This is an optimization exercise on Yosys and OpenROAD, whose aim is a short achievable clock period and few clock cycles, not a production implementation.
The RTL was checked by simulation tests, not by an equivalence proof against the original design.
Power and IR drop assume default switching activity.

<file path="flow/design.v">
module cpu (
    input  wire        clk_i,
    input  wire        rst_ni,
    input  wire [31:0] rdata_i,
    input  wire        irq_i,
    output wire [31:0] addr_o,
    output wire [31:0] wdata_o,
    output wire        we_o
);
  wire [31:0] instruction_w;
  wire        branch_op_w;
  wire [31:0] imm_w;
  wire        ir_en_w;
  wire        pc_add_imm_w;
  wire        cont_pc_en_w;
  wire        pc_sel_alu_w;
  wire        pc_sel_pc_base_w;
  wire        pc_sel_mtvec_w;
  wire        pc_sel_mepc_w;
  wire        rf_we_w;
  wire        sel_addr_w;
  wire        sel_b_w;
  wire        sel_mem_w;
  wire        sel_pc_w;
  wire        sel_imm_w;
  wire        sel_csr_w;
  wire [ 5:0] alu_op_w;
  wire [31:0] ra_w;
  wire [31:0] rb_w;
  wire [31:0] op_b_w;
  wire [31:0] alu_res_w;
  wire [31:0] next_pc_addr_w;
  wire        pc_en_w;
  wire [31:0] alu_mux_imm_w;
  wire [31:0] pc_mux_rdata_w;
  wire        sel_pc_or_mem_w;
  wire [31:0] alu_pc_res_w;
  wire [31:0] final_mux_w;
  wire        csr_we_w;
  wire        csr_set_w;
  wire        csr_clear_w;
  wire        csr_interrupt_w;
  wire        csr_mret_w;
  wire [31:0] csr_rdata_w;
  wire [31:0] mtvec_w;
  wire [31:0] mepc_w;
  wire        ipending_w;
  ir ir_inst (
      .clk_i   (clk_i),
      .enable_i(ir_en_w),
      .d_i     (rdata_i),
      .q_o     (instruction_w)
  );
  controller controller_inst (
      .clk_i           (clk_i),
      .rst_ni          (rst_ni),
      .instruction_i   (instruction_w),
      .ipending_i      (ipending_w),
      .branch_op_o     (branch_op_w),
      .imm_o           (imm_w),
      .ir_en_o         (ir_en_w),
      .pc_add_imm_o    (pc_add_imm_w),
      .pc_en_o         (cont_pc_en_w),
      .pc_sel_alu_o    (pc_sel_alu_w),
      .pc_sel_pc_base_o(pc_sel_pc_base_w),
      .pc_sel_mtvec_o  (pc_sel_mtvec_w),
      .pc_sel_mepc_o   (pc_sel_mepc_w),
      .rf_we_o         (rf_we_w),
      .sel_addr_o      (sel_addr_w),
      .sel_b_o         (sel_b_w),
      .sel_mem_o       (sel_mem_w),
      .sel_pc_o        (sel_pc_w),
      .sel_imm_o       (sel_imm_w),
      .sel_csr_o       (sel_csr_w),
      .we_o            (we_o),
      .alu_op_o        (alu_op_w),
      .csr_write_o     (csr_we_w),
      .csr_set_o       (csr_set_w),
      .csr_clear_o     (csr_clear_w),
      .csr_interrupt_o (csr_interrupt_w),
      .csr_mret_o      (csr_mret_w)
  );
  register_file rf_inst (
      .clk_i   (clk_i),
      .aa_i    (instruction_w[19:15]),
      .ab_i    (instruction_w[24:20]),
      .aw_i    (instruction_w[11:7]),
      .wren_i  (rf_we_w),
      .wrdata_i(final_mux_w),
      .a_o     (ra_w),
      .b_o     (rb_w)
  );
  mux2x32 mux_inst_imm_rb (
      .a_i  (imm_w),
      .b_i  (rb_w),
      .sel_i(sel_b_w),
      .o_o  (op_b_w)
  );
  alu alu_inst (
      .a_i     (ra_w),
      .b_i     (op_b_w),
      .op_i    (alu_op_w),
      .result_o(alu_res_w)
  );
  assign pc_en_w = (branch_op_w && alu_res_w[0]) || cont_pc_en_w;
  pc pc_inst (
      .clk_i        (clk_i),
      .rst_ni       (rst_ni),
      .en_i         (pc_en_w),
      .sel_alu_i    (pc_sel_alu_w),
      .sel_pc_base_i(pc_sel_pc_base_w),
      .sel_mtvec_i  (pc_sel_mtvec_w),
      .sel_mepc_i   (pc_sel_mepc_w),
      .add_imm_i    (pc_add_imm_w),
      .imm_i        (imm_w),
      .alu_i        (alu_res_w),
      .mtvec_i      (mtvec_w),
      .mepc_i       (mepc_w),
      .addr_o       (next_pc_addr_w)
  );
  mux2x32 mux_inst_alu_imm (
      .a_i  (alu_res_w),
      .b_i  (imm_w),
      .sel_i(sel_imm_w),
      .o_o  (alu_mux_imm_w)
  );
  mux2x32 mux_inst_mem_pc (
      .a_i  (next_pc_addr_w),
      .b_i  (rdata_i),
      .sel_i(sel_mem_w),
      .o_o  (pc_mux_rdata_w)
  );
  assign sel_pc_or_mem_w = sel_pc_w || sel_mem_w;
  mux2x32 mux_inst_alu_pc (
      .a_i  (alu_mux_imm_w),
      .b_i  (pc_mux_rdata_w),
      .sel_i(sel_pc_or_mem_w),
      .o_o  (alu_pc_res_w)
  );
  mux2x32 mux_inst_final (
      .a_i  (alu_pc_res_w),
      .b_i  (csr_rdata_w),
      .sel_i(sel_csr_w),
      .o_o  (final_mux_w)
  );
  mux2x32 mux_inst_mem_addr (
      .a_i  (next_pc_addr_w),
      .b_i  (alu_res_w),
      .sel_i(sel_addr_w),
      .o_o  (addr_o)
  );
  wire [31:0] imm_csr_w;
  mux2x32 mux_inst_imm_csr (
      .a_i  (ra_w),
      .b_i  (imm_w),
      .sel_i(sel_imm_w),
      .o_o  (imm_csr_w)
  );
  csr csr_inst (
      .clk_i      (clk_i),
      .rst_ni     (rst_ni),
      .addr_i     (instruction_w[31:20]),
      .wdata_i    (imm_csr_w),
      .irq_i      (irq_i),
      .pc_i       (next_pc_addr_w),
      .write_i    (csr_we_w),
      .set_i      (csr_set_w),
      .clear_i    (csr_clear_w),
      .interrupt_i(csr_interrupt_w),
      .mret_i     (csr_mret_w),
      .rdata_o    (csr_rdata_w),
      .mtvec_o    (mtvec_w),
      .mepc_o     (mepc_w),
      .ipending_o (ipending_w)
  );
  assign wdata_o = rb_w;
endmodule
module controller (
    input wire clk_i,
    input wire rst_ni,
    input wire [31:0] instruction_i,
    input wire ipending_i,
    output reg branch_op_o,
    output reg [31:0] imm_o,
    output reg ir_en_o,
    output reg pc_add_imm_o,
    output reg pc_en_o,
    output reg pc_sel_alu_o,
    output reg pc_sel_pc_base_o,
    output reg pc_sel_mtvec_o,
    output reg pc_sel_mepc_o,
    output reg rf_we_o,
    output reg sel_addr_o,
    output reg sel_b_o,
    output reg sel_mem_o,
    output reg sel_pc_o,
    output reg sel_imm_o,
    output reg sel_csr_o,
    output reg we_o,
    output reg csr_write_o,
    output reg csr_set_o,
    output reg csr_clear_o,
    output reg csr_interrupt_o,
    output reg csr_mret_o,
    output reg [5:0] alu_op_o
);
    reg [3:0]   current_state_r;
    reg [3:0]   next_state_r;
    reg  [1:0]  bits_5_and_4_alu_op_r;
    reg         special_bit_alu_op_r;
    reg  [2:0]  last_3_bits_alu_op_r;
    wire [ 2:0] func3_w;
    wire [ 6:0] func7_w;
    wire [11:0] imm_w;
    wire [ 6:0] op_code_w;
    assign func3_w   = instruction_i[14:12];
    assign func7_w   = instruction_i[31:25];
    assign imm_w     = instruction_i[31:20];
    assign op_code_w = instruction_i[ 6: 0];
    localparam FETCH_1            = 4'b0000;
    localparam FETCH_2            = 4'B0001;
    localparam DECODE             = 4'b0010;
    localparam U_TYPE_S           = 4'b0011;
    localparam R_TYPE_S           = 4'b0100;
    localparam S_TYPE_S           = 4'b0101;
    localparam I_TYPE_S           = 4'b0110;
    localparam BREAK_S            = 4'b0111;
    localparam B_TYPE_S           = 4'b1000;
    localparam J_TYPE_S           = 4'b1001;
    localparam JALR_S             = 4'b1010;
    localparam LOAD_1             = 4'b1011;
    localparam LOAD_2             = 4'b1100;
    localparam CSR_S              = 4'b1101;
    localparam INTERRUPT_RETURN_S = 4'b1110;
    localparam R_TYPE_OP = 7'b0110011;
    localparam I_TYPE_OP = 7'b0010011;
    localparam U_TYPE_OP = 7'b0110111;
    localparam S_TYPE_OP = 7'b0100011;
    localparam LOAD_OP   = 7'b0000011;
    localparam SYSTEM_OP = 7'b1110011;
    localparam B_TYPE_OP = 7'b1100011;
    localparam J_TYPE_OP = 7'b1101111;
    localparam JALR_OP   = 7'b1100111;
    always @(*) begin
        next_state_r = FETCH_1;
        case (current_state_r)
            FETCH_1: next_state_r = FETCH_2;
            FETCH_2: begin
                if (ipending_i) begin
                    next_state_r = FETCH_1;
                end else begin
                    next_state_r = DECODE;
                end
            end
            DECODE: begin
                case (op_code_w)
                    I_TYPE_OP: next_state_r = I_TYPE_S;
                    R_TYPE_OP: next_state_r = R_TYPE_S;
                    U_TYPE_OP: next_state_r = U_TYPE_S;
                    S_TYPE_OP: next_state_r = S_TYPE_S;
                    LOAD_OP:   next_state_r = LOAD_1;
                    SYSTEM_OP:  begin
                        if (imm_w == 1 && func3_w == 3'b0) begin
                            next_state_r = BREAK_S;
                        end else if (imm_w == 12'h302 && func3_w == 3'b0) begin
                            next_state_r = INTERRUPT_RETURN_S;
                        end else begin
                            next_state_r = CSR_S;
                        end
                    end
                    B_TYPE_OP: next_state_r = B_TYPE_S;
                    J_TYPE_OP: next_state_r = J_TYPE_S;
                    JALR_OP:   next_state_r = JALR_S;
                    default:   next_state_r = FETCH_1;
                endcase
            end
            I_TYPE_S: next_state_r = FETCH_2;
            R_TYPE_S: next_state_r = FETCH_2;
            U_TYPE_S: next_state_r = FETCH_2;
            LOAD_1:   next_state_r = LOAD_2;
            LOAD_2:   next_state_r = FETCH_1;
            S_TYPE_S: next_state_r = FETCH_1;
            BREAK_S:  next_state_r = BREAK_S;
            B_TYPE_S: next_state_r = FETCH_1;
            J_TYPE_S: next_state_r = FETCH_1;
            JALR_S:   next_state_r = FETCH_1;
            CSR_S:    next_state_r = FETCH_2;
            INTERRUPT_RETURN_S: next_state_r = FETCH_1;
            default:  next_state_r = FETCH_1;
        endcase
    end
    always @(posedge clk_i) begin
        if (!rst_ni) begin
            current_state_r <= FETCH_1;
        end else begin
            current_state_r <= next_state_r;
        end
    end
    always @(*) begin
        imm_o            = 32'b0;
        branch_op_o      = 1'b0;
        ir_en_o          = 1'b0;
        pc_add_imm_o     = 1'b0;
        pc_en_o          = 1'b0;
        pc_sel_alu_o     = 1'b0;
        pc_sel_pc_base_o = 1'b0;
        rf_we_o          = 1'b0;
        sel_addr_o       = 1'b0;
        sel_b_o          = 1'b0;
        sel_mem_o        = 1'b0;
        sel_pc_o         = 1'b0;
        sel_imm_o        = 1'b0;
        we_o             = 1'b0;
        sel_csr_o        = 1'b0;
        pc_sel_mepc_o    = 1'b0;
        pc_sel_mtvec_o   = 1'b0;
        csr_write_o      = 1'b0;
        csr_set_o        = 1'b0;
        csr_clear_o      = 1'b0;
        csr_interrupt_o  = 1'b0;
        csr_mret_o       = 1'b0;
        case (current_state_r)
            FETCH_1: begin
                we_o = 1'b0;
            end
            FETCH_2: begin
                pc_en_o = 1'b1;
                if (ipending_i) begin
                    csr_interrupt_o = 1'b1;
                    pc_sel_mtvec_o  = 1'b1;
                end else begin
                    ir_en_o = 1'b1;
                end
            end
            I_TYPE_S: begin
                imm_o   = { {20{imm_w[11]}}, imm_w };
                rf_we_o = 1'b1;
            end
            R_TYPE_S: begin
                rf_we_o = 1'b1;
                sel_b_o = 1'b1;
            end
            U_TYPE_S: begin
                imm_o     = instruction_i[31:12] << 12;
                rf_we_o   = 1'b1;
                sel_imm_o = 1'b1;
            end
            LOAD_1: begin
                imm_o = { {20{imm_w[11]}}, imm_w };
                sel_addr_o = 1'b1;
                we_o       = 1'b0;
            end
            LOAD_2: begin
                imm_o = { {20{imm_w[11]}}, imm_w };
                sel_addr_o = 1'b1;
                sel_mem_o  = 1'b1;
                rf_we_o    = 1'b1;
            end
            S_TYPE_S: begin
                imm_o = $signed({
                    {20{instruction_i[31]}},
                    instruction_i[31:25],
                    instruction_i[11: 7]
                });
                we_o       = 1'b1;
                sel_addr_o = 1'b1;
            end
            B_TYPE_S: begin
                imm_o = $signed({
                    {19{instruction_i[31]}},
                    instruction_i[31],
                    instruction_i[7],
                    instruction_i[30:25],
                    instruction_i[11:8],
                    1'b0
                });
                sel_b_o          = 1'b1;
                branch_op_o      = 1'b1;
                pc_add_imm_o     = 1'b1;
                pc_sel_pc_base_o = 1'b1;
            end
            J_TYPE_S: begin
                imm_o = $signed({
                    {11{instruction_i[31]}},
                    instruction_i[31],
                    instruction_i[19:12],
                    instruction_i[20],
                    instruction_i[30:21],
                    1'b0
                });
                rf_we_o          = 1'b1;
                sel_pc_o         = 1'b1;
                pc_en_o          = 1'b1;
                pc_add_imm_o     = 1'b1;
                pc_sel_pc_base_o = 1'b1;
            end
            JALR_S: begin
                imm_o = { {20{imm_w[11]}}, imm_w };
                pc_en_o      = 1'b1;
                pc_sel_alu_o = 1'b1;
                sel_pc_o     = 1'b1;
                rf_we_o      = 1'b1;
            end
            CSR_S: begin
                sel_csr_o = 1'b1;
                rf_we_o   = 1'b1;
                case (func3_w)
                    3'b001, 3'b101: csr_write_o = 1'b1;
                    3'b010, 3'b110: csr_set_o   = 1'b1;
                    3'b011, 3'b111: csr_clear_o = 1'b1;
                    default: begin
                    end
                endcase
                if (func3_w[2]) begin
                    sel_imm_o = 1'b1;
                    imm_o     = { 27'b0, instruction_i[19:15] };
                end else begin
                    sel_imm_o = 1'b0;
                    imm_o     = 32'b0;
                end
            end
            INTERRUPT_RETURN_S: begin
                csr_mret_o    = 1'b1;
                pc_sel_mepc_o = 1'b1;
                pc_en_o       = 1'b1;
            end
            default: begin
                imm_o            = 32'b0;
                branch_op_o      = 1'b0;
                ir_en_o          = 1'b0;
                pc_add_imm_o     = 1'b0;
                pc_en_o          = 1'b0;
                pc_sel_alu_o     = 1'b0;
                pc_sel_pc_base_o = 1'b0;
                rf_we_o          = 1'b0;
                sel_addr_o       = 1'b0;
                sel_b_o          = 1'b0;
                sel_mem_o        = 1'b0;
                sel_pc_o         = 1'b0;
                sel_imm_o        = 1'b0;
                we_o             = 1'b0;
                sel_csr_o        = 1'b0;
                pc_sel_mepc_o    = 1'b0;
                pc_sel_mtvec_o   = 1'b0;
                csr_write_o      = 1'b0;
                csr_set_o        = 1'b0;
                csr_clear_o      = 1'b0;
                csr_interrupt_o  = 1'b0;
                csr_mret_o       = 1'b0;
            end
        endcase
    end
    always @(*) begin
        bits_5_and_4_alu_op_r = 2'b0;
        special_bit_alu_op_r  = 1'b0;
        last_3_bits_alu_op_r  = 3'b0;
        case (op_code_w)
            R_TYPE_OP, I_TYPE_OP: begin
                case (func3_w)
                    3'b000:                 bits_5_and_4_alu_op_r = 2'b00;
                    3'b010, 3'b011:         bits_5_and_4_alu_op_r = 2'b01;
                    3'b100, 3'b110, 3'b111: bits_5_and_4_alu_op_r = 2'b10;
                    3'b001, 3'b101:         bits_5_and_4_alu_op_r = 2'b11;
                    default:                bits_5_and_4_alu_op_r = 2'b00;
                endcase
                if (func3_w == 3'b010 || func3_w == 3'b011) begin
                    last_3_bits_alu_op_r = func3_w << 1;
                end else begin
                    last_3_bits_alu_op_r = func3_w;
                end
                if (op_code_w == I_TYPE_OP && func3_w == 0) begin
                    special_bit_alu_op_r = 1'b0;
                end else if (func7_w == 7'h20) begin
                    special_bit_alu_op_r = 1'b1;
                end else if (bits_5_and_4_alu_op_r == 2'b01) begin
                    special_bit_alu_op_r = 1'b1;
                end else begin
                    special_bit_alu_op_r = 1'b0;
                end
            end
            B_TYPE_OP: begin
                bits_5_and_4_alu_op_r = 2'b01;
                special_bit_alu_op_r  = 1'b1;
                last_3_bits_alu_op_r  = func3_w;
            end
            default: begin
                bits_5_and_4_alu_op_r = 2'b00;
                special_bit_alu_op_r  = 1'b0;
                last_3_bits_alu_op_r  = 3'b000;
            end
        endcase
        alu_op_o = {
            bits_5_and_4_alu_op_r,
            special_bit_alu_op_r,
            last_3_bits_alu_op_r
        };
    end
endmodule
module ir (
    input  wire        clk_i,
    input  wire        enable_i,
    input  wire [31:0] d_i,
    output reg  [31:0] q_o
);
    always @(posedge clk_i) begin
        if (enable_i) begin
            q_o <= d_i;
        end
    end
endmodule
module register_file (
    input  wire        clk_i,
    input  wire [ 4:0] aa_i,
    input  wire [ 4:0] ab_i,
    input  wire [ 4:0] aw_i,
    input  wire        wren_i,
    input  wire [31:0] wrdata_i,
    output wire [31:0] a_o,
    output wire [31:0] b_o
);
  reg [31:0] reg_array_r[32];
  assign a_o = (aa_i == 5'b0) ? 32'b0 : reg_array_r[aa_i];
  assign b_o = (ab_i == 5'b0) ? 32'b0 : reg_array_r[ab_i];
  always @(posedge clk_i) begin
    if (wren_i && aw_i != 5'b0) begin
      reg_array_r[aw_i] <= wrdata_i;
    end
  end
endmodule
module mux2x32 (
    input  wire [31:0] a_i,
    input  wire [31:0] b_i,
    input  wire        sel_i,
    output reg  [31:0] o_o
);
    always @(*) begin
        o_o = 32'b0;
        if (sel_i) begin
            o_o = b_i;
        end else begin
            o_o = a_i;
        end
    end
endmodule
module mux4x32 (
    input  wire [31:0] a_i,
    input  wire [31:0] b_i,
    input  wire [31:0] c_i,
    input  wire [31:0] d_i,
    input  wire [ 1:0] sel_i,
    output wire [31:0] o_o
);
    assign o_o = (sel_i == 2'b00) ? a_i :
                 (sel_i == 2'b01) ? b_i :
                 (sel_i == 2'b10) ? c_i :
                 (sel_i == 2'b11) ? d_i :
                 32'b0;
endmodule
module alu (
    input  wire [31:0] a_i,
    input  wire [31:0] b_i,
    input  wire [ 5:0] op_i,
    output wire [31:0] result_o
);
  wire [31:0] addsub_result_w;
  wire        carry_w;
  wire        zero_w;
  wire        sub_w;
  assign sub_w = op_i[3];
  add_sub add_sub_unit (
      .a_i    (a_i),
      .b_i    (b_i),
      .sub_i  (sub_w),
      .carry_o(carry_w),
      .zero_o (zero_w),
      .r_o    (addsub_result_w)
  );
  wire comp_result_w;
  comparator comp_unit (
      .carry_i  (carry_w),
      .zero_i   (zero_w),
      .a_31_i   (a_i[31]),
      .b_31_i   (b_i[31]),
      .diff_31_i(addsub_result_w[31]),
      .op_i     (op_i[2:0]),
      .r_o      (comp_result_w)
  );
  wire [31:0] logic_result_w;
  logic_unit logic_unit (
      .a_i (a_i),
      .b_i (b_i),
      .op_i(op_i[2:0]),
      .r_o (logic_result_w)
  );
  wire [31:0] shift_result_w;
  wire        arithmetic_shift_w;
  assign arithmetic_shift_w = op_i[3];
  shift_unit shift_unit (
      .a_i         (a_i),
      .b_i         (b_i),
      .op_i        (op_i[2:0]),
      .arithmetic_i(arithmetic_shift_w),
      .r_o         (shift_result_w)
  );
  wire [31:0] comp_result_extended_w;
  assign comp_result_extended_w = {31'b0, comp_result_w};
  mux4x32 result_mux (
      .a_i  (addsub_result_w),
      .b_i  (comp_result_extended_w),
      .c_i  (logic_result_w),
      .d_i  (shift_result_w),
      .sel_i(op_i[5:4]),
      .o_o  (result_o)
  );
endmodule
module add_sub (
    input  wire [31:0] a_i,
    input  wire [31:0] b_i,
    input  wire        sub_i,
    output reg         carry_o,
    output reg         zero_o,
    output reg  [31:0] r_o
);
    wire [31:0] b_xor_w = b_i ^ {32{sub_i}};
    assign {carry_o, r_o} = {1'b0, a_i} + {1'b0, b_xor_w} + {32'b0, sub_i};
    assign zero_o = (r_o == 32'b0);
endmodule
module comparator (
    input  wire       a_31_i,
    input  wire       b_31_i,
    input  wire       diff_31_i,
    input  wire       carry_i,
    input  wire       zero_i,
    input  wire [2:0] op_i,
    output wire       r_o
);
    assign r_o = (op_i == 3'b000) ? zero_i  :
                 (op_i == 3'b001) ? ~zero_i :
                 (op_i == 3'b100) ? (( a_31_i & ~b_31_i) |
                                        ((a_31_i ~^ b_31_i)) &  diff_31_i) :
                 (op_i == 3'b101) ? ((~a_31_i &  b_31_i) |
                                        ((a_31_i ~^ b_31_i)) & ~diff_31_i) :
                 (op_i == 3'b110) ? (~carry_i & ~zero_i) :
                 (op_i == 3'b111) ? ( carry_i |  zero_i) :
                 1'b0;
endmodule
module logic_unit (
    input  wire [31:0] a_i,
    input  wire [31:0] b_i,
    input  wire [ 2:0] op_i,
    output reg [31:0] r_o
);
    assign r_o = (op_i == 3'b100) ? (a_i ^ b_i) :
                 (op_i == 3'b110) ? (a_i | b_i) :
                 (op_i == 3'b111) ? (a_i & b_i) :
                 32'b0;
endmodule
module shift_unit (
    input  wire [31:0] a_i,
    input  wire [31:0] b_i,
    input  wire [ 2:0] op_i,
    input  wire        arithmetic_i,
    output wire [31:0] r_o
);
    assign r_o = (op_i == 3'b001)                  ? (a_i << b_i[4:0]) :
                 (op_i == 3'b101 && ~arithmetic_i) ? (a_i >> b_i[4:0]) :
                 (op_i == 3'b101 &&  arithmetic_i) ? $signed(($signed(a_i) >>> b_i[4:0])) :
                 32'b0;
endmodule
module pc (
    input  wire        clk_i,
    input  wire        rst_ni,
    input  wire        en_i,
    input  wire        sel_alu_i,
    input  wire        sel_pc_base_i,
    input  wire        sel_mtvec_i,
    input  wire        sel_mepc_i,
    input  wire        add_imm_i,
    input  wire [31:0] imm_i,
    input  wire [31:0] alu_i,
    input  wire [31:0] mtvec_i,
    input  wire [31:0] mepc_i,
    output wire [31:0] addr_o
);
    reg [31:0] current_address_r;
    reg [31:0] next_address_r;
    localparam RESET_VALUE        = 32'h80000000;
    localparam MASK_LAST_TWO_BITS = 32'hfffffffc;
    always @(*) begin
        next_address_r = current_address_r;
        if (add_imm_i) begin
            next_address_r = current_address_r + imm_i;
        end else begin
            next_address_r = current_address_r + 4;
        end
    end
    always @(posedge clk_i) begin
        if (!rst_ni) begin
            current_address_r <= RESET_VALUE;
        end else if (en_i) begin
            if (sel_pc_base_i) begin
                current_address_r <= next_address_r - 4;
            end else if (sel_alu_i) begin
                current_address_r <= (alu_i & MASK_LAST_TWO_BITS);
            end else if (sel_mtvec_i) begin
                current_address_r <= (mtvec_i & MASK_LAST_TWO_BITS);
            end else if (sel_mepc_i) begin
                current_address_r <= mepc_i;
            end else begin
                current_address_r <= next_address_r;
            end
        end
    end
    assign addr_o = current_address_r;
endmodule
module csr (
    input  wire        clk_i,
    input  wire        rst_ni,
    input  wire [11:0] addr_i,
    input  wire [31:0] wdata_i,
    input  wire        irq_i,
    input  wire [31:0] pc_i,
    input  wire        write_i,
    input  wire        set_i,
    input  wire        clear_i,
    input  wire        interrupt_i,
    input  wire        mret_i,
    output wire [31:0] rdata_o,
    output wire [31:0] mtvec_o,
    output wire [31:0] mepc_o,
    output wire        ipending_o
);
  reg [31:0] mstatus_r, mie_r, mtvec_r, mepc_r, mcause_r, mip_r;
  reg [31:0] next_mstatus_r;
  reg [31:0] next_mie_r;
  reg [31:0] next_mtvec_r;
  reg [31:0] next_mepc_r;
  reg [31:0] next_mcause_r;
  reg [31:0] next_mip_r;
  localparam MSTATUS_ADDR = 12'h300;
  localparam MIE_ADDR     = 12'h304;
  localparam MTVEC_ADDR   = 12'h305;
  localparam MEPC_ADDR    = 12'h341;
  localparam MCAUSE_ADDR  = 12'h342;
  localparam MIP_ADDR     = 12'h344;
  localparam MSTATUS_MASK = 32'h00001888;
  localparam MIE_MASK     = 32'h00000800;
  localparam MCASUE_MASK  = 32'h80000800;
  localparam MIP_MASK     = 32'h00000800;
  localparam MSTATUS_RST  = 32'h00001800;
  always @(*) begin
    next_mstatus_r = mstatus_r;
    next_mie_r     = mie_r;
    next_mtvec_r   = mtvec_r;
    next_mepc_r    = mepc_r;
    next_mcause_r  = mcause_r;
    next_mip_r     = mip_r;
    if (write_i && !set_i && !clear_i) begin
      case (addr_i)
        MSTATUS_ADDR: begin
          next_mstatus_r = (wdata_i | MSTATUS_RST);
        end
        MIE_ADDR: begin
          next_mie_r = (wdata_i & MIE_MASK);
        end
        MTVEC_ADDR: begin
          next_mtvec_r = wdata_i;
        end
        MEPC_ADDR: begin
          next_mepc_r = wdata_i;
        end
        MCAUSE_ADDR: begin
          next_mcause_r = (wdata_i & MCASUE_MASK);
        end
        MIP_ADDR: begin
          next_mip_r = (wdata_i & MIP_MASK);
        end
        default: begin
        end
      endcase
    end else if (!write_i && set_i && !clear_i) begin
      case (addr_i)
        MSTATUS_ADDR: begin
          next_mstatus_r = ((wdata_i | mstatus_r) & MSTATUS_MASK);
        end
        MIE_ADDR: begin
          next_mie_r = ((wdata_i | mie_r) & MIE_MASK);
        end
        MTVEC_ADDR: begin
          next_mtvec_r = (wdata_i | mtvec_r);
        end
        MEPC_ADDR: begin
          next_mepc_r = (wdata_i | mepc_r);
        end
        MCAUSE_ADDR: begin
          next_mcause_r = ((wdata_i | mcause_r) & MCASUE_MASK);
        end
        MIP_ADDR: begin
          next_mip_r = ((wdata_i | mip_r) & MIP_MASK);
        end
        default: begin
        end
      endcase
    end else if (!write_i && !set_i && clear_i) begin
      case (addr_i)
        MSTATUS_ADDR: begin
          next_mstatus_r = ((mstatus_r & ~wdata_i) & MSTATUS_MASK);
        end
        MIE_ADDR: begin
          next_mie_r = ((mie_r & ~wdata_i) & MIE_MASK);
        end
        MTVEC_ADDR: begin
          next_mtvec_r = (mtvec_r & ~wdata_i);
        end
        MEPC_ADDR: begin
          next_mepc_r = (mepc_r & ~wdata_i);
        end
        MCAUSE_ADDR: begin
          next_mcause_r = ((mcause_r & ~wdata_i) & MCASUE_MASK);
        end
        MIP_ADDR: begin
          next_mip_r = ((mip_r & ~wdata_i) & MIP_MASK);
        end
        default: begin
        end
      endcase
    end
    if (irq_i) begin
      next_mip_r[11] = mstatus_r[3] & mie_r[11];
    end
    if (interrupt_i) begin
      next_mepc_r = pc_i;
      next_mstatus_r[7] = mstatus_r[3];
      next_mstatus_r[3] = 1'b0;
      next_mcause_r[31] = 1'b1;
      next_mcause_r[11] = 1'b1;
      next_mip_r[11]    = 1'b0;
    end
    if (mret_i) begin
      next_mstatus_r[3] = mstatus_r[7];
    end
  end
  always @(posedge clk_i) begin
    if (!rst_ni) begin
      mstatus_r <= MSTATUS_RST;
      mie_r     <= 32'h0;
      mtvec_r   <= 32'h0;
      mepc_r    <= 32'h0;
      mcause_r  <= 32'h0;
      mip_r     <= 32'h0;
    end else begin
      mstatus_r <= next_mstatus_r;
      mie_r     <= next_mie_r;
      mtvec_r   <= next_mtvec_r;
      mepc_r    <= next_mepc_r;
      mcause_r  <= next_mcause_r;
      mip_r     <= next_mip_r;
    end
  end
  assign rdata_o =
    addr_i == MSTATUS_ADDR ? mstatus_r :
    addr_i == MIE_ADDR     ? mie_r :
    addr_i == MTVEC_ADDR   ? mtvec_r :
    addr_i == MEPC_ADDR    ? mepc_r :
    addr_i == MCAUSE_ADDR  ? mcause_r :
    addr_i == MIP_ADDR     ? mip_r :
    32'h0;
  assign mtvec_o = mtvec_r;
  assign mepc_o  = mepc_r;
  assign ipending_o = mip_r != 32'b0;
endmodule
</file>
<file path="flow/run.sh">
#!/bin/bash
# synth_recipe.tcl (not shown) runs the flow's synth.tcl, then flattens the netlist and writes it again
# the make line also repeats each setting of config.mk as NAME=value (left out here)
make -C /OpenROAD-flow-scripts/flow DESIGN_CONFIG=/design/flow/config.mk WORK_HOME=/design/flow/orfs CLKGATE_MAP_FILE= SYNTH_SCRIPT=/design/flow/synth_recipe.tcl finish
</file>
<file path="flow/config.mk">
export PLATFORM = sky130hd
export DESIGN_NAME = cpu
export DESIGN_NICKNAME = cpu
export VERILOG_FILES = /design/flow/design.v
export SDC_FILE = /design/flow/constraint.sdc
export NUM_CORES = 4
export LEC_CHECK = 0
export CAP_MARGIN = 20
export CORE_MARGIN = 2
export CORE_UTILIZATION = 40
export PLACE_DENSITY = 0.6
export SLEW_MARGIN = 20
export SYNTH_MEMORY_MAX_BITS = 4096
</file>
<file path="flow/constraint.sdc">
create_clock -name core_clock -period 11.0 [get_ports {clk_i}]
set_input_delay 2.2000 -clock core_clock [delete_from_list [all_inputs] [get_ports {clk_i}]]
set_output_delay 2.2000 -clock core_clock [all_outputs]
set_load 0.01 [all_outputs]
</file>
==> results of run 1 <==
path summary, 6_finish.rpt:
path / to / cells past startpoint / start
worst min register to register: flop / 2 / flop
worst max register to register: rf_inst.reg_array_r[3][0]$_DFFE_PP_ / 23 / flop
worst min-delay path: flop / 2 / flop
worst max-delay path: addr_o[0] / 23 / flop
worst min-delay path: cells and delay by family (launching register included):
| kind | cells | cell delay, ps |
|---|---|---|
| compound gates | 2 | 130 |
| flops | 1 | 310 |
registers in the layout, summed over array words and instances (netlist names), named ones only:
name	cells
csr_inst.mstatus_r	31
ir_inst.q_o	32
pc_inst.current_address_r	32
rf_inst.reg_array_r	1024
controller_inst.current_state_r	4
csr_inst.mcause_r	2
cells in the final DEF, fill, tap and decap left out, types with 34 or more instances in the layout:
cell and n:
nand4_1 35, clkdlybuf4s50_1 98, xnor2_1 84, dfxtp_1 139, o211ai_1 54, a22oi_1 111, a221oi_1 55, inv_1 113
clkbuf_16 140, mux4_2 580, mux2_2 38, xor2_1 38, a21oi_1 347, a211oi_1 98, nand3_1 85, buf_4 319
and2_1 34, o21ai_0 334, mux2i_1 231, a21o_1 56, a31oi_1 50, ha_1 131, nor3_1 98, nand2_1 442
edfxtp_1 1056, nor2_1 413
layout make-up:
class / count / share of cell area (%)
flip-flops and latches: 1204 / 42.5
clock buffers: 172 / 4.50
clock inverters: 70 / 0.862
repair buffers: 437 / 4.58
diodes: 11 / 0.0338
inverters: 125 / 0.580
multi-input cells: 3972 / 43.3
well taps: 2355 / 3.61
logic make-up (layout without fill, tap and decap cells):
family                   count (synthesis)  in the layout  share of synthesized area [%]
AO/OA/AOI/OAI                         1474           1474                           13.6
XOR/XNOR                               122            122                           1.49
adder cells (fa/ha/maj)                133            133                           2.34
buffers and inverters                  574            804                           3.41
flip-flops                            1204           1204                           48.4
multiplexers                           857            857                           22.2
other                                    1             43                        0.00523
AND/OR/NAND/NOR                       1354           1354                           8.55
metal layers:
layer	share of wire [%]	wire, um
met2	43	136000
met3	11	34300
met4	7.2	22500
met5	0.0029	9
met1	38	120000
through the flow:
stage	hold slack [ps]	std cells	utilization, %	setup WS [ps]	setup TNS [ps]
after floorplan	449	5750	-	1700	0
after global placement	460	8091	43.2	1110	0
after detailed placement	476	8093	43.3	1040	0
after CTS	485	8335	45.7	213	0
after global routing	513	8338	45.7	-10.4	-10.4
final	484	8346	45.8	279	0
report_power, final:
part           switching [mW]  leakage (nW)  internal, mW
logic                    2.88          14.8          1.47
clock network            1.94          2.13          2.57
registers               0.113          10.8          5.47
total                    4.93          27.7          9.51
Yosys cell counts, drive strengths merged (11+ instances only):
cell / n
or2: 14
a222oi: 24
xnor2: 84
ha: 131
nor2: 453
a21o: 56
o21ai: 358
a311o: 13
nand4: 35
mux2: 40
mux2i: 237
nand3: 85
o211ai: 55
a221o: 12
and3: 31
mux4: 580
o21bai: 14
a2111oi: 12
inv: 124
nor2b: 29
a21oi: 371
a22oi: 121
a22o: 11
xor2: 38
o221ai: 18
a221oi: 59
a211oi: 100
a311oi: 11
nand2: 442
o31ai: 14
buf: 157
a211o: 21
edfxtp: 1056
o22ai: 24
nand2b: 23
clkbuf: 292
nor4: 19
and2: 35
o21a: 18
or3: 25
a31oi: 53
nor3b: 11
dfxtp: 148
o311ai: 16
nor3: 108
timing repair:
action,4_1_cts,5_1_grt
gates resized for setup,0,13
setup endpoints to repair,0,2
hold endpoints to repair,0,0
==> run_results.csv, run 1 <==
group,metric,value,unit
status,status,"finished clean",
synthesis,synth_area_leaders,"edfxtp_1 44%, mux4_2 18%, dfxtp_1 4.1%",
global_route,grt_max_degree,97,
global_route,grt_use_met1,45.8,%
floorplanning,dieHeight,427,um
worst_setup_path,max_stage_delay,780,ps
cts,root_buffer,"clkbuf_16",
synthesis,synth_area,0.0717,mm^2
min_path,hold_class,"reg -> reg",
floorplanning,die_area,0.183,mm^2
worst_setup_path,crit_chain,"buf_12 -> buf_12 -> mux4_2 -> mux4_2 -> mux2i_1 -> o21ai_0 -> o21ai_0 -> xnor2_1 -> ha_1 -> a21o_1 -> a21oi_1 -> o21ai_0 -> or4b_2 -> o21ai_0 -> buf_4 -> xnor2_1 -> nor3b_1 -> o2111ai_1 -> a2111o_1 -> o211ai_4 -> nor2_1 -> nor2_1 -> clkdlybuf4s50_1",
global_route,grtUsageTotal,33.8,%
power,p_leak,27.7,nW
synthesis,synth_cell_types,107,
floorplanning,placement_rows,155,
sta,tightest_slew,1240,ps
cts,cts_buffer_depth,3,
cells_and_area,drive_gt1_share,22.3,%
sta,post-route-period-util,97.5,%
detailed_routing,route.detailed.drc,0,
global_route,grt_pass1_vias,54700,
sta,maxSlewHeadroom,16.7,%
detailed_routing,postRouteAntennaNets,0,
sta,min_period,10720,ps
detailed_routing,dr.pass1.iters,8,
cells_and_area,register_area,0.0347,mm^2
cells_and_area,nNetsFinal,6044,
synthesis,ys_seq_area_share,48.4,%
power,peakVddDrop,0.110,mV
global_route,grt_overflow_total,0,
sta,hold_viol_final,0,
cts,cts-hold-fix-buffers,0,
cells_and_area,fill_cells,15900,
synthesis,synth_area_leader_cell,"edfxtp_1",
power,finalPower,14.4,mW
sta,skew,54.2,ps
cts,cts.sinks,1204,
synthesis,ys_ff_latch,1204,
worst_setup_path,cp_data_arrival_time,8520,ps
detailed_routing,via_per_inst,6.89,
synthesis,avgSynthCellArea,12.5,um^2
worst_setup_path,crit_required,8800,ps
worst_setup_path,crit_top_cell,"o21ai_0",
placed_design,portBuffers,99,
floorplanning,die_width,427,um
cells_and_area,multi_input_area,0.0353,mm^2
synthesis,synth_cells,5719,
sta,setup_viol,0,
worst_setup_path,path_buf_inv,4,
sta,fmax,0.0933,GHz
worst_setup_path,setup.worst_path.start_class,"flop",
floorplanning,pin_count,100,
detailed_routing,wl_per_cell,37.5,um
synthesis,synthFlopType,"edfxtp_1",
job,drv_cap,0,
cts,cts_buffers,136,
synthesis,yosys_warnings,8,
cts,path_clk_slew,60,ps
global_route,met2_usage,49.9,%
cts,clock_latency,790,ps
global_route,grt_pass1_wl,433000,um
cts,htreeDepth,4,
worst_setup_path,cp-end-kind,"primary output",
floorplanning,placeableCoreArea,0.178,mm^2
detailed_routing,drtIter0Drc,9178,
worst_setup_path,path_max_fanout,32,
synthesis,synth_top_cell_area_share,44.3,%
placed_design,routabilityCongestion,1.07,
worst_setup_path,critPathTopFamily,"compound AO/OA/AOI/OAI gates",
synthesis,synthArstFlopShare,0,%
sta,drv_slew,0,
floorplanning,initial_utilization,40.2,%
global_route,antenna_found_initial,13,
global_route,grt.busiest_layer,"met2",
worst_setup_path,reg2reg_slack,2360,ps
placed_design,placement.cell_area,0.0771,mm^2
synthesis,synth_edf_count,1056,
cells_and_area,area_growth,13.8,%
worst_setup_path,path_class,"reg -> out",
detailed_routing,wirelength,313000,um
power,cellPowerDensity,177,mW/mm^2
cts,cts_setup_buffers,0,
cts,cts_tree,"built",
sta,rsz0062_at_grt,"true",
detailed_routing,vias,57500,
placed_design,dp_hpwl,216000,um
worst_setup_path,crit_path_top_delay_cell,"mux2i_1",
global_route,met3_usage,7.24,%
cells_and_area,stdcell_area,0.0816,mm^2
Testbench counts, summed over its fixed seeds: cycles 200,740.
==> run 2, diff against run 1 <==
--- a/flow/design.v
+++ b/flow/design.v
@@ -7,173 +7,351 @@
     output wire [31:0] wdata_o,
     output wire        we_o
 );
-  wire [31:0] instruction_w;
-  wire        branch_op_w;
-  wire [31:0] imm_w;
-  wire        ir_en_w;
-  wire        pc_add_imm_w;
-  wire        cont_pc_en_w;
-  wire        pc_sel_alu_w;
-  wire        pc_sel_pc_base_w;
-  wire        pc_sel_mtvec_w;
-  wire        pc_sel_mepc_w;
-  wire        rf_we_w;
-  wire        sel_addr_w;
-  wire        sel_b_w;
-  wire        sel_mem_w;
-  wire        sel_pc_w;
-  wire        sel_imm_w;
-  wire        sel_csr_w;
-  wire [ 5:0] alu_op_w;
-  wire [31:0] ra_w;
-  wire [31:0] rb_w;
-  wire [31:0] op_b_w;
-  wire [31:0] alu_res_w;
-  wire [31:0] next_pc_addr_w;
-  wire        pc_en_w;
-  wire [31:0] alu_mux_imm_w;
-  wire [31:0] pc_mux_rdata_w;
-  wire        sel_pc_or_mem_w;
-  wire [31:0] alu_pc_res_w;
-  wire [31:0] final_mux_w;
-  wire        csr_we_w;
-  wire        csr_set_w;
-  wire        csr_clear_w;
-  wire        csr_interrupt_w;
-  wire        csr_mret_w;
-  wire [31:0] csr_rdata_w;
-  wire [31:0] mtvec_w;
-  wire [31:0] mepc_w;
-  wire        ipending_w;
-  ir ir_inst (
-      .clk_i   (clk_i),
-      .enable_i(ir_en_w),
-      .d_i     (rdata_i),
-      .q_o     (instruction_w)
-  );
-  controller controller_inst (
-      .clk_i           (clk_i),
-      .rst_ni          (rst_ni),
-      .instruction_i   (instruction_w),
-      .ipending_i      (ipending_w),
-      .branch_op_o     (branch_op_w),
-      .imm_o           (imm_w),
-      .ir_en_o         (ir_en_w),
-      .pc_add_imm_o    (pc_add_imm_w),
-      .pc_en_o         (cont_pc_en_w),
-      .pc_sel_alu_o    (pc_sel_alu_w),
-      .pc_sel_pc_base_o(pc_sel_pc_base_w),
-      .pc_sel_mtvec_o  (pc_sel_mtvec_w),
-      .pc_sel_mepc_o   (pc_sel_mepc_w),
-      .rf_we_o         (rf_we_w),
-      .sel_addr_o      (sel_addr_w),
-      .sel_b_o         (sel_b_w),
-      .sel_mem_o       (sel_mem_w),
-      .sel_pc_o        (sel_pc_w),
-      .sel_imm_o       (sel_imm_w),
-      .sel_csr_o       (sel_csr_w),
-      .we_o            (we_o),
-      .alu_op_o        (alu_op_w),
-      .csr_write_o     (csr_we_w),
-      .csr_set_o       (csr_set_w),
-      .csr_clear_o     (csr_clear_w),
-      .csr_interrupt_o (csr_interrupt_w),
-      .csr_mret_o      (csr_mret_w)
-  );
-  register_file rf_inst (
-      .clk_i   (clk_i),
-      .aa_i    (instruction_w[19:15]),
-      .ab_i    (instruction_w[24:20]),
-      .aw_i    (instruction_w[11:7]),
-      .wren_i  (rf_we_w),
-      .wrdata_i(final_mux_w),
-      .a_o     (ra_w),
-      .b_o     (rb_w)
-  );
-  mux2x32 mux_inst_imm_rb (
-      .a_i  (imm_w),
-      .b_i  (rb_w),
-      .sel_i(sel_b_w),
-      .o_o  (op_b_w)
-  );
-  alu alu_inst (
-      .a_i     (ra_w),
-      .b_i     (op_b_w),
-      .op_i    (alu_op_w),
-      .result_o(alu_res_w)
-  );
-  assign pc_en_w = (branch_op_w && alu_res_w[0]) || cont_pc_en_w;
-  pc pc_inst (
-      .clk_i        (clk_i),
-      .rst_ni       (rst_ni),
-      .en_i         (pc_en_w),
-      .sel_alu_i    (pc_sel_alu_w),
-      .sel_pc_base_i(pc_sel_pc_base_w),
-      .sel_mtvec_i  (pc_sel_mtvec_w),
-      .sel_mepc_i   (pc_sel_mepc_w),
-      .add_imm_i    (pc_add_imm_w),
-      .imm_i        (imm_w),
-      .alu_i        (alu_res_w),
-      .mtvec_i      (mtvec_w),
-      .mepc_i       (mepc_w),
-      .addr_o       (next_pc_addr_w)
-  );
-  mux2x32 mux_inst_alu_imm (
-      .a_i  (alu_res_w),
-      .b_i  (imm_w),
-      .sel_i(sel_imm_w),
-      .o_o  (alu_mux_imm_w)
-  );
-  mux2x32 mux_inst_mem_pc (
-      .a_i  (next_pc_addr_w),
-      .b_i  (rdata_i),
-      .sel_i(sel_mem_w),
-      .o_o  (pc_mux_rdata_w)
-  );
-  assign sel_pc_or_mem_w = sel_pc_w || sel_mem_w;
-  mux2x32 mux_inst_alu_pc (
-      .a_i  (alu_mux_imm_w),
-      .b_i  (pc_mux_rdata_w),
-      .sel_i(sel_pc_or_mem_w),
-      .o_o  (alu_pc_res_w)
-  );
-  mux2x32 mux_inst_final (
-      .a_i  (alu_pc_res_w),
-      .b_i  (csr_rdata_w),
-      .sel_i(sel_csr_w),
-      .o_o  (final_mux_w)
-  );
-  mux2x32 mux_inst_mem_addr (
-      .a_i  (next_pc_addr_w),
-      .b_i  (alu_res_w),
-      .sel_i(sel_addr_w),
-      .o_o  (addr_o)
-  );
-  wire [31:0] imm_csr_w;
-  mux2x32 mux_inst_imm_csr (
-      .a_i  (ra_w),
-      .b_i  (imm_w),
-      .sel_i(sel_imm_w),
-      .o_o  (imm_csr_w)
-  );
-  csr csr_inst (
-      .clk_i      (clk_i),
-      .rst_ni     (rst_ni),
-      .addr_i     (instruction_w[31:20]),
-      .wdata_i    (imm_csr_w),
-      .irq_i      (irq_i),
-      .pc_i       (next_pc_addr_w),
-      .write_i    (csr_we_w),
-      .set_i      (csr_set_w),
-      .clear_i    (csr_clear_w),
-      .interrupt_i(csr_interrupt_w),
-      .mret_i     (csr_mret_w),
-      .rdata_o    (csr_rdata_w),
-      .mtvec_o    (mtvec_w),
-      .mepc_o     (mepc_w),
-      .ipending_o (ipending_w)
-  );
-  assign wdata_o = rb_w;
+  localparam [31:0] RESET_PC = 32'h80000000;
+  reg  [31:0] addr_q;
+  reg         we_q;
+  reg  [31:0] wdata_q;
+  reg         fetch_q;      
+  reg         load_q;       
+  reg  [ 4:0] m_rd_q;
+  reg  [31:0] fp_q;         
+  reg         halt_q;
+  assign addr_o  = addr_q;
+  assign we_o    = we_q;
+  assign wdata_o = wdata_q;
+  reg         d_v_q;
+  reg  [31:0] d_pc_q;
+  reg         d_pred_q;     
+  reg         m_wen_q;      
+  reg         l_wen_q;      
+  reg  [ 4:0] l_rd_q;
+  reg         wl_v_q;
+  reg  [ 4:0] wl_rd_q;
+  reg  [31:0] ldq;
+  reg         wx_v_q;
+  reg  [ 4:0] wx_rd_q;
+  reg  [31:0] wb_q;         
+  wire [31:0] rfv [0:31];
+  assign rfv[0] = 32'b0;
+  genvar gi;
+  generate
+    for (gi = 1; gi < 32; gi = gi + 1) begin : g_rf
+      reg [31:0] r;
+      always @(posedge clk_i) begin
+        if (wx_v_q && wx_rd_q == gi) r <= wb_q;
+        else if (wl_v_q && wl_rd_q == gi) r <= ldq;
+      end
+      assign rfv[gi] = r;
+    end
+  endgenerate
+  reg  [31:0] mstatus_q, mtvec_q, mepc_q;
+  reg         mie_q, mcause31_q, mcause11_q, mip_q;
+  reg         x_v_q;
+  reg         x_pred_q;
+  reg  [31:0] x_pc_q;
+  reg  [ 4:0] x_rd_q;
+  reg         x_wr_q;        
+  reg         x_ld_q, x_st_q, x_br_q, x_jal_q, x_jalr_q, x_mret_q, x_ebreak_q;
+  reg  [31:0] opa_q, opb_q, sd_q;
+  reg         x_sub_q, x_sra_q;
+  reg         sel_add_q, sel_slt_q, sel_sltu_q, sel_xor_q, sel_or_q, sel_and_q;
+  reg         sel_sll_q, sel_sr_q, sel_csr_q, sel_fix_q;
+  reg  [31:0] fix_q;         
+  reg  [31:0] ximm_q;        
+  reg  [31:0] link_q;        
+  reg  [ 5:0] csr_sel_q;     
+  reg         csr_w_q, csr_s_q, csr_c_q;
+  wire        r_v    = d_v_q;
+  wire [31:0] ir     = rdata_i;
+  wire [31:0] r_pc   = d_pc_q;
+  wire        r_pred = d_pred_q;
+  wire [ 6:0] opc   = ir[6:0];
+  wire [ 4:0] r_rd  = ir[11:7];
+  wire [ 2:0] r_f3  = ir[14:12];
+  wire [ 4:0] r_rs1 = ir[19:15];
+  wire [ 4:0] r_rs2 = ir[24:20];
+  wire [ 6:0] r_f7  = ir[31:25];
+  wire is_op   = opc == 7'b0110011;
+  wire is_opi  = opc == 7'b0010011;
+  wire is_lui  = opc == 7'b0110111;
+  wire is_ld   = opc == 7'b0000011;
+  wire is_st   = opc == 7'b0100011;
+  wire is_br   = opc == 7'b1100011;
+  wire is_jal  = opc == 7'b1101111;
+  wire is_jalr = opc == 7'b1100111;
+  wire is_sys  = opc == 7'b1110011;
+  wire is_ebreak = is_sys && ir[31:20] == 12'h001 && r_f3 == 3'b000;
+  wire is_mret   = is_sys && ir[31:20] == 12'h302 && r_f3 == 3'b000;
+  wire is_csr    = is_sys && !is_ebreak && !is_mret;
+  wire is_alu    = is_op | is_opi;
+  wire use_rs1 = is_alu | is_ld | is_st | is_br | is_jalr | (is_csr & ~r_f3[2]);
+  wire use_rs2 = is_op | is_st | is_br;
+  wire wr_rd   = (is_alu | is_lui | is_ld | is_jal | is_jalr | is_csr) && r_rd != 5'd0;
+  wire [31:0] imm_i = {{20{ir[31]}}, ir[31:20]};
+  wire [31:0] imm_s = {{20{ir[31]}}, ir[31:25], ir[11:7]};
+  wire [31:0] imm_b = {{19{ir[31]}}, ir[31], ir[7], ir[30:25], ir[11:8], 1'b0};
+  wire [31:0] imm_j = {{11{ir[31]}}, ir[31], ir[19:12], ir[20], ir[30:21], 1'b0};
+  wire [31:0] imm_u = {ir[31:12], 12'b0};
+  wire [31:0] rf_a = rfv[r_rs1];
+  wire [31:0] rf_b = rfv[r_rs2];
+  wire wx_a = wx_v_q && wx_rd_q == r_rs1;
+  wire wx_b = wx_v_q && wx_rd_q == r_rs2;
+  wire wl_a = wl_v_q && wl_rd_q == r_rs1;
+  wire wl_b = wl_v_q && wl_rd_q == r_rs2;
+  wire ll_a = l_wen_q && l_rd_q == r_rs1;    
+  wire ll_b = l_wen_q && l_rd_q == r_rs2;
+  wire [31:0] rs1v = wx_a ? wb_q : ll_a ? rdata_i : wl_a ? ldq : rf_a;
+  wire [31:0] rs2v = wx_b ? wb_q : ll_b ? rdata_i : wl_b ? ldq : rf_b;
+  function automatic hz(input [31:0] w, input [4:0] d);
+    reg u1, u2, wr;
+    begin
+      u1 = w[6:0] == 7'b0110011 || w[6:0] == 7'b0010011 || w[6:0] == 7'b0000011 ||
+           w[6:0] == 7'b0100011 || w[6:0] == 7'b1100011 || w[6:0] == 7'b1100111 ||
+           (w[6:0] == 7'b1110011 && !w[14]);
+      u2 = w[6:0] == 7'b0110011 || w[6:0] == 7'b0100011 || w[6:0] == 7'b1100011;
+      wr = w[6:0] == 7'b0110011 || w[6:0] == 7'b0010011 || w[6:0] == 7'b0110111 ||
+           w[6:0] == 7'b0000011 || w[6:0] == 7'b1101111 || w[6:0] == 7'b1100111 ||
+           w[6:0] == 7'b1110011;
+      hz = (u1 && w[19:15] == d) || (u2 && w[24:20] == d);
+    end
+  endfunction
+  wire ldx_v = x_v_q && x_ld_q && x_wr_q;
+  wire stall_d = (ldx_v && hz(rdata_i, x_rd_q)) || (m_wen_q && hz(rdata_i, m_rd_q));
+  wire stall = stall_d;
+  wire x_alu_wr = x_v_q && x_wr_q && !x_ld_q;
+  wire fa = x_alu_wr && x_rd_q == r_rs1;
+  wire fb = x_alu_wr && x_rd_q == r_rs2;
+  wire [31:0] rs1f, rs2f;    
+  wire x_trap = x_v_q && mip_q && !halt_q;
+  wire x_exec = x_v_q && !mip_q && !halt_q;
+  wire [31:0] a  = opa_q;
+  wire [31:0] b  = opb_q;
+  wire [31:0] sd = sd_q;
+  wire [31:0] asum = a + b;               
+  wire [31:0] dif  = a - b;
+  wire [31:0] sum  = x_sub_q ? dif : asum;
+  wire [31:0] tgt_q = x_pc_q + ximm_q;    
+  wire eq  = a == b;
+  wire lts = $signed(a) < $signed(b);
+  wire ltu = a < b;
+  wire [31:0] sll = a << b[4:0];
+  wire [31:0] sr  = $signed({x_sra_q & a[31], a}) >>> b[4:0];
+  wire [31:0] csr_rd = ({32{csr_sel_q[0]}} & mstatus_q) |
+                       ({32{csr_sel_q[1]}} & {20'b0, mie_q, 11'b0}) |
+                       ({32{csr_sel_q[2]}} & mtvec_q) |
+                       ({32{csr_sel_q[3]}} & mepc_q) |
+                       ({32{csr_sel_q[4]}} & {mcause31_q, 19'b0, mcause11_q, 11'b0}) |
+                       ({32{csr_sel_q[5]}} & {20'b0, mip_q, 11'b0});
+  wire [31:0] x_res = ({32{sel_add_q}} & sum) |
+                      {31'b0, (sel_slt_q & lts) | (sel_sltu_q & ltu)} |
+                      ({32{sel_xor_q}} & (a ^ b)) |
+                      ({32{sel_or_q}} & (a | b)) |
+                      ({32{sel_and_q}} & (a & b)) |
+                      ({32{sel_sll_q}} & sll) |
+                      ({32{sel_sr_q}} & sr) |
+                      ({32{sel_csr_q}} & csr_rd) |
+                      ({32{sel_fix_q}} & fix_q);
+  assign rs1f = fa ? x_res : rs1v;
+  assign rs2f = fb ? x_res : rs2v;
+  reg  [5:0] bc_q;    
+  reg        jal_q;
+  wire taken = (bc_q[0] & eq) | (bc_q[1] & !eq) | (bc_q[2] & lts) | (bc_q[3] & !lts) |
+               (bc_q[4] & ltu) | (bc_q[5] & !ltu);
+  wire x_tk     = taken | jal_q;
+  wire x_jr     = x_exec && x_jalr_q;
+  wire x_mr     = x_exec && x_mret_q;
+  wire x_eb     = x_exec && x_ebreak_q;
+  wire red_tk   = x_trap | x_mr | x_jr | (x_exec & !x_pred_q);
+  wire red_nt   = x_trap | x_mr | x_jr | (x_exec & x_pred_q);
+  wire x_redir  = x_tk ? red_tk : red_nt;
+  wire x_flush  = x_redir | x_eb;
+  reg  [31:0] x_tgt_c;
+  always @(*) begin
+    if (x_trap)        x_tgt_c = {mtvec_q[31:2], 2'b00};
+    else if (x_mret_q) x_tgt_c = mepc_q;
+    else               x_tgt_c = {asum[31:2], 2'b00};
+  end
+  wire x_fix = x_trap | x_mret_q | x_jalr_q;
+  wire [31:0] fa_tk = x_fix ? x_tgt_c : tgt_q;
+  wire [31:0] fa_nt = x_fix ? x_tgt_c : link_q;
+  wire x_mem = x_exec && (x_ld_q || x_st_q);
+  wire x_wx  = x_exec && x_wr_q && !x_ld_q;    
+  wire r_issue  = r_v && !stall && !halt_q && !x_flush;
+  wire r_replay = r_v && stall && !halt_q && !x_flush;
+  wire fetch_next = !halt_q && !x_eb && !x_mem;
+  reg  [1:0]  btb_v;
+  reg  [31:0] btb_tag0, btb_tag1, btb_tgt0, btb_tgt1;
+  reg         btb_rr;
+  wire hit0 = btb_v[0] && btb_tag0 == addr_q;
+  wire hit1 = btb_v[1] && btb_tag1 == addr_q;
+  wire btb_hit = fetch_q && (hit0 || hit1);
+  wire [31:0] seq_fa  = !fetch_q ? fp_q : hit0 ? btb_tgt0 : hit1 ? btb_tgt1 : addr_q + 32'd4;
+  wire [31:0] seq2    = r_replay ? d_pc_q : seq_fa;
+  wire [31:0] nfa_tk  = red_tk ? fa_tk : seq2;
+  wire [31:0] nfa_nt  = red_nt ? fa_nt : seq2;
+  wire [31:0] next_fa = x_tk ? nfa_tk : nfa_nt;
+  always @(posedge clk_i) begin
+    if (!rst_ni) begin
+      addr_q   <= RESET_PC;
+      we_q     <= 1'b0;
+      fetch_q  <= 1'b1;
+      load_q   <= 1'b0;
+      halt_q   <= 1'b0;
+      d_v_q    <= 1'b0;
+      m_wen_q  <= 1'b0;
+      l_wen_q  <= 1'b0;
+      wl_v_q   <= 1'b0;
+      wx_v_q   <= 1'b0;
+      x_v_q    <= 1'b0;
+    end else begin
+      we_q    <= x_mem && x_st_q;
+      load_q  <= x_mem && x_ld_q;
+      fetch_q  <= fetch_next;
+      addr_q   <= x_mem ? asum : next_fa;
+      if (x_mem) fp_q <= x_pred_q ? link_q : seq2;
+      if (x_eb) halt_q <= 1'b1;
+      d_v_q <= fetch_q && !x_flush && !r_replay;
+      m_wen_q <= x_mem && x_ld_q && x_wr_q;
+      l_wen_q <= m_wen_q && !(x_wx && x_rd_q == m_rd_q);
+      wl_v_q  <= l_wen_q && !(x_wx && x_rd_q == l_rd_q);
+      wx_v_q <= x_wx;
+      x_v_q <= r_issue;
+    end
+    d_pc_q   <= addr_q;
+    d_pred_q <= btb_hit;
+    if (x_mem) wdata_q <= sd;
+    m_rd_q  <= x_rd_q;
+    l_rd_q  <= m_rd_q;
+    wl_rd_q <= l_rd_q;
+    ldq     <= rdata_i;
+    wx_rd_q <= x_rd_q;
+    if (x_exec && x_wr_q && !x_ld_q) wb_q <= x_res;
+    begin
+      x_pred_q   <= r_pred;
+      x_pc_q     <= r_pc;
+      x_rd_q     <= r_rd;
+      x_wr_q     <= wr_rd;
+      x_ld_q     <= is_ld;
+      x_st_q     <= is_st;
+      x_br_q     <= is_br;
+      x_jal_q    <= is_jal;
+      x_jalr_q   <= is_jalr;
+      x_mret_q   <= is_mret;
+      x_ebreak_q <= is_ebreak;
+      bc_q       <= {6{is_br}} & {r_f3 == 3'b111, r_f3 == 3'b110, r_f3 == 3'b101,
+                                  r_f3 == 3'b100, r_f3 == 3'b001, r_f3 == 3'b000};
+      jal_q      <= is_jal;
+      opa_q      <= (is_csr && r_f3[2]) ? {27'b0, r_rs1} : rs1f;
+      opb_q      <= (is_op | is_br) ? rs2f : is_st ? imm_s : imm_i;
+      sd_q       <= rs2f;
+      x_sub_q    <= is_op && r_f7 == 7'h20;
+      x_sra_q    <= r_f7 == 7'h20;
+      sel_add_q  <= is_alu && r_f3 == 3'b000;
+      sel_slt_q  <= is_alu && r_f3 == 3'b010;
+      sel_sltu_q <= is_alu && r_f3 == 3'b011;
+      sel_xor_q  <= is_alu && r_f3 == 3'b100;
+      sel_or_q   <= is_alu && r_f3 == 3'b110;
+      sel_and_q  <= is_alu && r_f3 == 3'b111;
+      sel_sll_q  <= is_alu && r_f3 == 3'b001;
+      sel_sr_q   <= is_alu && r_f3 == 3'b101;
+      sel_csr_q  <= is_csr;
+      sel_fix_q  <= is_lui | is_jal | is_jalr;
+      fix_q      <= is_lui ? imm_u : r_pc + 32'd4;
+      link_q     <= r_pc + 32'd4;
+      ximm_q     <= is_jal ? imm_j : imm_b;
+      csr_sel_q  <= {ir[31:20] == 12'h344, ir[31:20] == 12'h342, ir[31:20] == 12'h341,
+                     ir[31:20] == 12'h305, ir[31:20] == 12'h304, ir[31:20] == 12'h300};
+      csr_w_q    <= is_csr && r_f3[1:0] == 2'b01;
+      csr_s_q    <= is_csr && r_f3[1:0] == 2'b10;
+      csr_c_q    <= is_csr && r_f3[1:0] == 2'b11;
+    end
+  end
+  reg         ins_q;
+  reg  [31:0] ins_pc_q, ins_tgt_q;
+  always @(posedge clk_i) begin
+    if (!rst_ni) begin
+      ins_q  <= 1'b0;
+      btb_v  <= 2'b00;
+      btb_rr <= 1'b0;
+    end else begin
+      ins_q <= x_exec && x_br_q && taken && !x_pred_q;
+      if (ins_q) begin
+        btb_rr <= ~btb_rr;
+        btb_v[btb_rr] <= 1'b1;
+      end
+    end
+    ins_pc_q  <= x_pc_q;
+    ins_tgt_q <= tgt_q;
+    if (ins_q) begin
+      if (btb_rr) begin btb_tag1 <= ins_pc_q; btb_tgt1 <= ins_tgt_q; end
+      else        begin btb_tag0 <= ins_pc_q; btb_tgt0 <= ins_tgt_q; end
+    end
+  end
+  wire cw = x_exec && csr_w_q;
+  wire cs = x_exec && csr_s_q;
+  wire cc = x_exec && csr_c_q;
+  reg [31:0] n_mstatus, n_mtvec, n_mepc;
+  reg        n_mie, n_mc31, n_mc11, n_mip;
+  always @(*) begin
+    n_mstatus = mstatus_q;
+    n_mtvec   = mtvec_q;
+    n_mepc    = mepc_q;
+    n_mie     = mie_q;
+    n_mc31    = mcause31_q;
+    n_mc11    = mcause11_q;
+    n_mip     = mip_q;
+    if (cw) begin
+      if (csr_sel_q[0]) n_mstatus = a | 32'h00001800;
+      if (csr_sel_q[1]) n_mie = a[11];
+      if (csr_sel_q[2]) n_mtvec = a;
+      if (csr_sel_q[3]) n_mepc = a;
+      if (csr_sel_q[4]) begin n_mc31 = a[31]; n_mc11 = a[11]; end
+      if (csr_sel_q[5]) n_mip = a[11];
+    end else if (cs) begin
+      if (csr_sel_q[0]) n_mstatus = (mstatus_q | a) & 32'h00001888;
+      if (csr_sel_q[1]) n_mie = mie_q | a[11];
+      if (csr_sel_q[2]) n_mtvec = mtvec_q | a;
+      if (csr_sel_q[3]) n_mepc = mepc_q | a;
+      if (csr_sel_q[4]) begin n_mc31 = mcause31_q | a[31]; n_mc11 = mcause11_q | a[11]; end
+      if (csr_sel_q[5]) n_mip = mip_q | a[11];
+    end else if (cc) begin
+      if (csr_sel_q[0]) n_mstatus = (mstatus_q & ~a) & 32'h00001888;
+      if (csr_sel_q[1]) n_mie = mie_q & ~a[11];
+      if (csr_sel_q[2]) n_mtvec = mtvec_q & ~a;
+      if (csr_sel_q[3]) n_mepc = mepc_q & ~a;
+      if (csr_sel_q[4]) begin n_mc31 = mcause31_q & ~a[31]; n_mc11 = mcause11_q & ~a[11]; end
+      if (csr_sel_q[5]) n_mip = mip_q & ~a[11];
+    end
+    if (irq_i) n_mip = mstatus_q[3] & mie_q;
+    if (x_trap) begin
+      n_mepc       = x_pc_q;
+      n_mstatus[7] = mstatus_q[3];
+      n_mstatus[3] = 1'b0;
+      n_mc31       = 1'b1;
+      n_mc11       = 1'b1;
+      n_mip        = 1'b0;
+    end
+    if (x_mr) n_mstatus[3] = mstatus_q[7];
+  end
+  always @(posedge clk_i) begin
+    if (!rst_ni) begin
+      mstatus_q  <= 32'h00001800;
+      mie_q      <= 1'b0;
+      mtvec_q    <= 32'b0;
+      mepc_q     <= 32'b0;
+      mcause31_q <= 1'b0;
+      mcause11_q <= 1'b0;
+      mip_q      <= 1'b0;
+    end else begin
+      mstatus_q  <= n_mstatus;
+      mie_q      <= n_mie;
+      mtvec_q    <= n_mtvec;
+      mepc_q     <= n_mepc;
+      mcause31_q <= n_mc31;
+      mcause11_q <= n_mc11;
+      mip_q      <= n_mip;
+    end
+  end
 endmodule
 module controller (
     input wire clk_i,
==> flow/flow/run.sh (new file) <==
#!/bin/bash
set -euo pipefail
bash standard.sh SETUP_SLACK_MARGIN=7.5 TNS_END_PERCENT=100 finish > flow_standard.log 2>&1
==> flow/standard.sh (new file) <==
#!/bin/bash
# synth_recipe.tcl (not shown) runs the flow's synth.tcl, then flattens the netlist and writes it again
# the make line also repeats each setting of config.mk as NAME=value (left out here)
make -C /OpenROAD-flow-scripts/flow DESIGN_CONFIG=/design/flow/config.mk WORK_HOME=/design/flow/orfs CLKGATE_MAP_FILE= SYNTH_SCRIPT=/design/flow/synth_recipe.tcl "${@:-finish}"
==> flow/config.mk (replaced) <==
export PLATFORM = sky130hd
export DESIGN_NAME = cpu
export DESIGN_NICKNAME = cpu
export VERILOG_FILES = /design/flow/design.v
export SDC_FILE = /design/flow/constraint.sdc
export NUM_CORES = 4
export LEC_CHECK = 0
export ABC_CLOCK_PERIOD_IN_PS = 3000
export CAP_MARGIN = 20
export CELL_PAD_IN_SITES_DETAIL_PLACEMENT = 1
export CORE_MARGIN = 2
export CORE_UTILIZATION = 30
export GPL_ROUTABILITY_DRIVEN = 1
export GPL_TIMING_DRIVEN = 1
export PLACE_DENSITY = 0.45
export SLEW_MARGIN = 20
export SYNTH_MEMORY_MAX_BITS = 4096
removed: flow/run.sh
==> run 2 against run 1 <==
Compared with the run above: still clean; critical path depth shrank 8; register-to-register slack gained 4500 ps; non-clock buffer count grew 880; hold slack lost 150 ps; global-route usage grew 4.9 points; clock skew grew 51 ps; count of clock-buffer cells in the layout grew 97; largest power group unchanged; highest routed layer unchanged.
==> run_results.csv, run 2 <==
group,metric,value,unit
status,status,"finished clean",
placed_design,routabilityCongestion,1.01,
cells_and_area,area_growth,32.5,%
cts,cts-hold-fix-buffers,0,
cts,clock_latency,990,ps
cts,cts_buffers,207,
synthesis,yosys_warnings,1,
cts,path_clk_slew,60,ps
placed_design,placement.cell_area,0.102,mm^2
cells_and_area,stdcell_area,0.126,mm^2
detailed_routing,route.detailed.drc,0,
synthesis,ys_ff_latch,1741,
worst_setup_path,crit_chain,"buf_12 -> buf_12 -> buf_4 -> nand3b_1 -> buf_4 -> nor2_4 -> buf_12 -> a22oi_2 -> nand4_1 -> nor4_4 -> o211ai_1 -> o21ai_1 -> nor2_1 -> a211oi_2 -> o31ai_1",
global_route,grt_overflow_total,0,
synthesis,synthFlopType,"edfxtp_1",
floorplanning,dieHeight,566,um
sta,setup_slack,6300,ps
sta,setup_viol,0,
cts,root_buffer,"clkbuf_16",
power,switching_share,29.5,%
sta,post-route-period-util,42.7,%
worst_setup_path,crit_top_cell,"buf_12",
cells_and_area,top_register,"g_rf.r",
sta,hold_viol_final,0,
power,p_leak,44.8,nW
synthesis,synth_top_cell_area_share,38.4,%
cells_and_area,drive_gt1_share,39.8,%
power,finalPower,17.5,mW
power,p_switching,5.16,mW
sta,fin_setup_tns,0,ps
synthesis,synthArstFlopShare,0,%
cells_and_area,largest_register_ffs,992,
cells_and_area,nNetsFinal,9468,
sta,tightest_slew,1390,ps
worst_setup_path,critPathTopFamily,"simple AND/OR/NAND/NOR gates",
sta,skew,105,ps
sta,min_period,4700,ps
cts,htreeDepth,4,
sta,fmax,0.213,GHz
detailed_routing,drtIter0Drc,15700,
cells_and_area,fill_cells,33200,
worst_setup_path,cp-end-kind,"flop",
cells_and_area,layout_common_cells,"1214 x edfxtp_1, 1025 x mux2_2, 741 x buf_4, 549 x a22oi_1, 480 x nor2_1",
power,comb_power_share,18.0,%
floorplanning,initial_utilization,30.1,%
power,cellPowerDensity,139,mW/mm^2
worst_setup_path,path_max_fanout,25,
global_route,antenna_found_initial,51,
floorplanning,placement_rows,206,
## run 2: changes by cell type after synthesis, moves of 379 or more
cell and change:
mux2_2 +1000, dfxtp_1 +379, mux4_2 -522, a22oi_1 +572
clkbuf_1 +458
## run 2: per-stage QoR
step / hold WS, ps / util [%]
2_1_floorplan: 310 / -
3_3_place_gp: 314 / 32.4
3_5_place_dp: 315 / 32.4
4_1_cts: 328 / 38.7
5_1_grt: 329 / 39.9
6_report: 329 / 39.9
## run 2: final cells by class
type	instances	area [um^2]	share of cell area (%)
well taps	4160	5200	4.14
diodes	39	97.6	0.0776
clock inverters	105	928	0.739
repair buffers	1317	15300	12.2
multi-input cells	5887	50600	40.2
inverters	145	599	0.477
clock buffers	269	5750	4.58
flip-flops and latches	1741	47200	37.6
repair inverters	2	13.8	0.0109
## run 2: per-layer routing
metal  global-route usage [%]  vias to the layer above  share of wire, %
met5                    0.595                        -              0.16
met4                     35.4                       39                12
met3                     16.1                     3276                13
met2                     55.6                     8533                41
met1                     43.5                    47200                34
li1                         -                    34700                 -
## run 2: worst paths after layout
| path | cells after the start | slack, ps | from | end |
|---|---|---|---|---|
| worst max-delay path | 15 | 6300 | rdata_i[23] | opb_q[5]$_DFF_P_ |
| worst min-delay path | 0 | 330 | d_pred_q$_DFF_P_ | x_pred_q$_DFF_P_ |
| worst max register to register | 16 | 6900 | opa_q[7]$_SDFF_PP0_ | addr_q[25]$_SDFF_PN0_ |
| worst min register to register | 0 | 330 | d_pred_q$_DFF_P_ | x_pred_q$_DFF_P_ |
## run 2: repair_timing
item / 4_1_cts / 5_1_grt
pin swaps: 401 / 357
resized for setup: 1609 / 432
buffers inserted: 677 / 169
cloned: 61 / 8
endpoints found under the setup margin: 871 / 379
## run 2: power groups by stage
stage          Combinational (mW)  Clock [mW]  Sequential, mW
2_1_floorplan                1.32           0            7.31
6_report                     3.14        7.07            7.28
4_1_cts                      2.81        7.06            7.27
3_3_place_gp                 2.16           0            7.44
5_1_grt                      3.17        7.30            7.28
3_5_place_dp                 2.19           0            7.44
## run 2: kinds of logic (layout without fill, tap and decap cells)
| kind of cell | Yosys count | in the layout | share of synthesized area, % |
|---|---|---|---|
| AO/OA/AOI/OAI | 2358 | 2358 | 17.7 |
| AND/OR/NAND/NOR | 1968 | 1977 | 9.90 |
| flip-flops | 1741 | 1741 | 49.6 |
| multiplexers | 1178 | 1178 | 14.6 |
| buffers and inverters | 1038 | 1838 | 4.17 |
| XOR/XNOR | 242 | 242 | 2.24 |
| adder cells (fa/ha/maj) | 132 | 132 | 1.77 |
| other | 0 | 39 | 0 |
Testbench counts of run 2, summed over its fixed seeds: cycles 79,092.

Check on run 2: ideal ports give 6.300 ns setup slack; a clkbuf_16 on the clock port and buf_2 on the inputs give 6.328 ns; moving port delays by the midpoint clock arrival (1.031 ns) as well gives 5.297 ns.
